What follows belongs to an exercise in optimizing a design on an open flow for small area; a production flow would make more cautious choices. Only simulation tests tie the RTL to the original design; equivalence was not proved.

<file path="flow/config.mk">
export PLATFORM = sky130hd
export DESIGN_NAME = simd_core
export DESIGN_NICKNAME = simd_core
export VERILOG_FILES = /design/flow/design.v
export SDC_FILE = /design/flow/constraint.sdc
export NUM_CORES = 4
export LEC_CHECK = 0
export CAP_MARGIN = 20
export CORE_MARGIN = 2
export CORE_UTILIZATION = 40
export SLEW_MARGIN = 20
</file>
<file path="flow/run.sh">
#!/bin/bash
# synth_recipe.tcl (not shown) runs the flow's synth.tcl, then flattens the netlist and writes it again
# the make line also repeats each setting of config.mk as NAME=value (left out here)
make -C /OpenROAD-flow-scripts/flow DESIGN_CONFIG=/design/flow/config.mk WORK_HOME=/design/flow/orfs CLKGATE_MAP_FILE= SYNTH_SCRIPT=/design/flow/synth_recipe.tcl finish
</file>
<file path="flow/design.v">
module simd_alu #(
    parameter LANES = 4
)(
    input  wire               clk,
    input  wire               reset,
    input  wire [1:0]         op,      
    input  wire [32*LANES-1:0] a,
    input  wire [32*LANES-1:0] b,
    output reg  [32*LANES-1:0] result
);
integer i;
always @(posedge clk) begin
    if (reset) begin
        result <= {32*LANES{1'b0}};
    end else begin
        for (i = 0; i < LANES; i = i + 1) begin
            case (op)
                2'b00: result[i*32 +: 32] <= a[i*32 +: 32] + b[i*32 +: 32];
                2'b01: result[i*32 +: 32] <= a[i*32 +: 32] * b[i*32 +: 32];
                default: result[i*32 +: 32] <= 32'd0;
            endcase
        end
    end
end
endmodule
module simd_core (
    input  wire         clk,
    input  wire         reset,
    input  wire [1:0]   opcode,
    input  wire [127:0] src_a,
    input  wire [127:0] src_b,
    output wire [127:0] result
);
simd_alu #(
    .LANES(4)
) alu (
    .clk(clk),
    .reset(reset),
    .op(opcode),
    .a(src_a),
    .b(src_b),
    .result(result)
);
endmodule
</file>
<file path="flow/constraint.sdc">
create_clock -name core_clock -period 10.0 [get_ports {clk}]
set_input_delay 2.0000 -clock core_clock [delete_from_list [all_inputs] [get_ports {clk}]]
set_output_delay 2.0000 -clock core_clock [all_outputs]
set_load 0.01 [all_outputs]
</file>
==> results.json <==
{
  "num_vias": 56460,
  "highest_layer": "met4",
  "die_area_um2": 183500,
  "place_ws_ps": 232.4,
  "antenna_found_initial": 6,
  "synth_area_per_cell_um2": 8.939,
  "drt-initial-drc-count": 4007,
  "cts_root_buf": "clkbuf_16",
  "netlist_area_um2": 72050,
  "grt_util_all_layers_pct": 27.04,
  "hold_viol": 0,
  "yosys-top-cells-area": "fa_1 (45%), ha_1 (11%), and2_1 (11%), inv_1 (8.1%), nand2_1 (5.2%)",
  "synthesis.nets": 10572,
  "yosysSeqAreaShare_pct": 3.557,
  "die-height_um": 428.4,
  "drt-total-wl_um": 243100,
  "met2_wirelength_um": 115700,
  "num-nets-final": 10934,
  "fin_crit_sh_pct": 92.72,
  "utilization_pct": 45.17,
  "async_flop_share_pct": 0,
  "cts_tree": "done",
  "wl_met3_um": 13960,
  "wl_per_cell_um": 22.52,
  "drv_slew": 0,
  "synthFlopType": "dfxtp_1",
  "largest_reg_flops": 128,
  "gr-total-overflow": 0,
  "max-cap-violations": 0,
  "cts_num_sinks": 128,
  "rows": 155,
  "slowest_delay_ps": 770,
  "area_delta_synth_final_pct": 11.97,
  "cts.clk_slew.worst_paths_ps": 80,
  "outcome": "finished clean",
  "cp_slowest_cell": "clkdlybuf4s50_1",
  "biggestRegsByFlops": "alu.result x128",
  "cts_htree_levels": 4,
  "cts_made_buffers": 17,
  "dp.final_hpwl_um": 204000,
  "post-place-cells": 10758,
  "synth_top_area_cell": "fa_1",
  "fmax_mhz": 107.9,
  "timing.final.crit_period_ps": 9272,
  "arrival_ps": 9630,
  "hold_path.class": "input port to flip-flop",
  "grt_max_degree": 71,
  "synth-edff-count": 0,
  "port_buffers": 387,
  "critical_path_class": "input port to flip-flop",
  "rsz0062_at_grt": "false",
  "die_width_um": 428.4,
  "finalSetupViolations": 0,
  "finalWorstSetupSlack_ps": 728.0,
  "synth.top_cell.area_share_pct": 45.46,
  "ys_ff_latch": 128,
  "cp_max_fo": 14,
  "tightest_slew_ps": 1094,
  "postRouteAntennaNets": 0,
  "drtPass1Iterations": 7,
  "final_area_um2": 80670,
  "yosys_warnings": 1,
  "gp_congestion": 0.9582,
  "setup_tns_ps": 0,
  "viasPerCell": 5.229,
  "wl_met1_um": 101400,
  "placed_area_um2": 80080,
  "largest-register": "alu.result",
  "whs_ps": 2043,
  "drcViolationCount": 0,
  "crit_top_cell": "fa_1",
  "post_cts_buffers": 0,
  "drive_above_1_share_pct": 4.552,
  "grt_pass1_wl_um": 378200,
  "start_util_pct": 40.34,
  "cts_hold_buffers": 0,
  "critPathLaunchType": "input port",
  "synth_cells": 8060,
  "io_pins": 388,
  "ctsResizeCount": 0,
  "endpoint_kind": "flip-flop",
  "final_cell_count_no_fill": 10797,
  "required_ps": 10360,
  "slew_headroom_pct": 26.83,
  "clk_path_buf_depth": 2,
  "synth.distinct_cells": 87,
  "first_global_vias": 61782,
  "core_area_um2": 178600
}
metal layers:
metal,vias up,global-route usage [%]
met5,-,0
met1,29338,35.66
met2,1884,45.09
met4,0,11.96
li1,24873,-
met3,365,2.763
cell families after synthesis:
kind of cell	after synthesis	synth area share (%)
xor+xnor	436	5.300
mux	18	0.2535
flops	128	3.557
simple gates	2610	18.39
buf+inv	1909	9.999
compound gates	707	6.347
fa+ha+maj	2252	56.15
area by class of cell:
cell class	instances	area (µm²)
antenna	7	17.52
clock buffer	17	425.4
clock inverter	15	146.4
fill	17287	97940
inverter	1548	5812
multi-input combinational	6023	62290
sequential	128	2562
tap	2355	2947
timing repair buffer	704	6467
Yosys cell counts, drive strengths merged (15+ instances only):
cell type / number
o31ai: 16
a21oi: 208
inv: 1548
nand2b: 32
nand3: 49
nor3: 33
o21a: 37
ha: 616
nand2: 992
o21ai: 129
or3: 19
a31oi: 34
nor2: 207
xor2: 138
a211oi: 50
fa: 1636
clkbuf: 346
dfxtp: 128
o21bai: 21
xnor2: 298
o22ai: 27
a21o: 88
buf: 15
and2: 1215
mux2i: 16
path summary, 6_finish.rpt:
path / from / to / cells past startpoint
worst max-delay path: src_b[12] / alu.result[29]$_SDFF_PP0_ / 25
worst min-delay path: opcode[0] / alu.result[127]$_SDFF_PP0_ / 3
critical path: cells and delay by family:
kind                       cells  cell delay [ps]
AOI/OAI and AO/OA              5             1200
xor gates and xnor gates       1              170
adders and majority gates      9             3940
buffers and inverters          6             1240
and+or+nand+nor                4             1060
cells in the final DEF (no fill, tap or decap), types with 15 or more instances in the layout:
cell	n
clkbuf_16	17
mux2i_1	16
a21oi_1	206
dfxtp_1	128
xnor2_1	298
fa_1	1636
o21ai_0	99
o21a_1	37
nand2_1	990
ha_1	616
buf_12	17
or3_1	19
nor2_1	205
a21o_1	88
and2_1	1214
nand2b_1	32
o21ai_1	30
clkdlybuf4s50_1	386
inv_1	1547
xor2_1	138
nand3_1	49
a31oi_1	33
o21bai_1	20
a211oi_1	49
o31ai_1	15
buf_4	300
o22ai_1	27
nor3_1	33

## separate check: timing with driven ports
The results above use ideal ports. As a check the final layout listed here was re-extracted and re-timed, cells and wires unchanged.
Step 1 (the two cells are an assumption about what drives the block):
set clk [get_ports {clk}]
set_driving_cell -lib_cell sky130_fd_sc_hd__clkbuf_16 $clk
set_driving_cell -lib_cell sky130_fd_sc_hd__buf_2 [delete_from_list [all_inputs] $clk]
Step 2 moves the port delays by t, midway between the first and last clock arrival at a register: inputs arrive t later, outputs are due t later. That takes back most of the time a late clock gives input paths.
Three values: ideal, step 1, step 2; two values: the first two.
t (ns): 0.566
setup WS [ns]: 0.728 / 0.772 / 0.206
hold slack, ns: 2.043 / 2.016 / 2.582
worst setup path at the end: input to register
slew at the worst register clock pin (ns): 0.08 / 0.08
After both steps setup and hold are still met in this run. For this run, drivers alone change the setup slack by +0.044 ns; drivers and shift together by -0.522 ns.
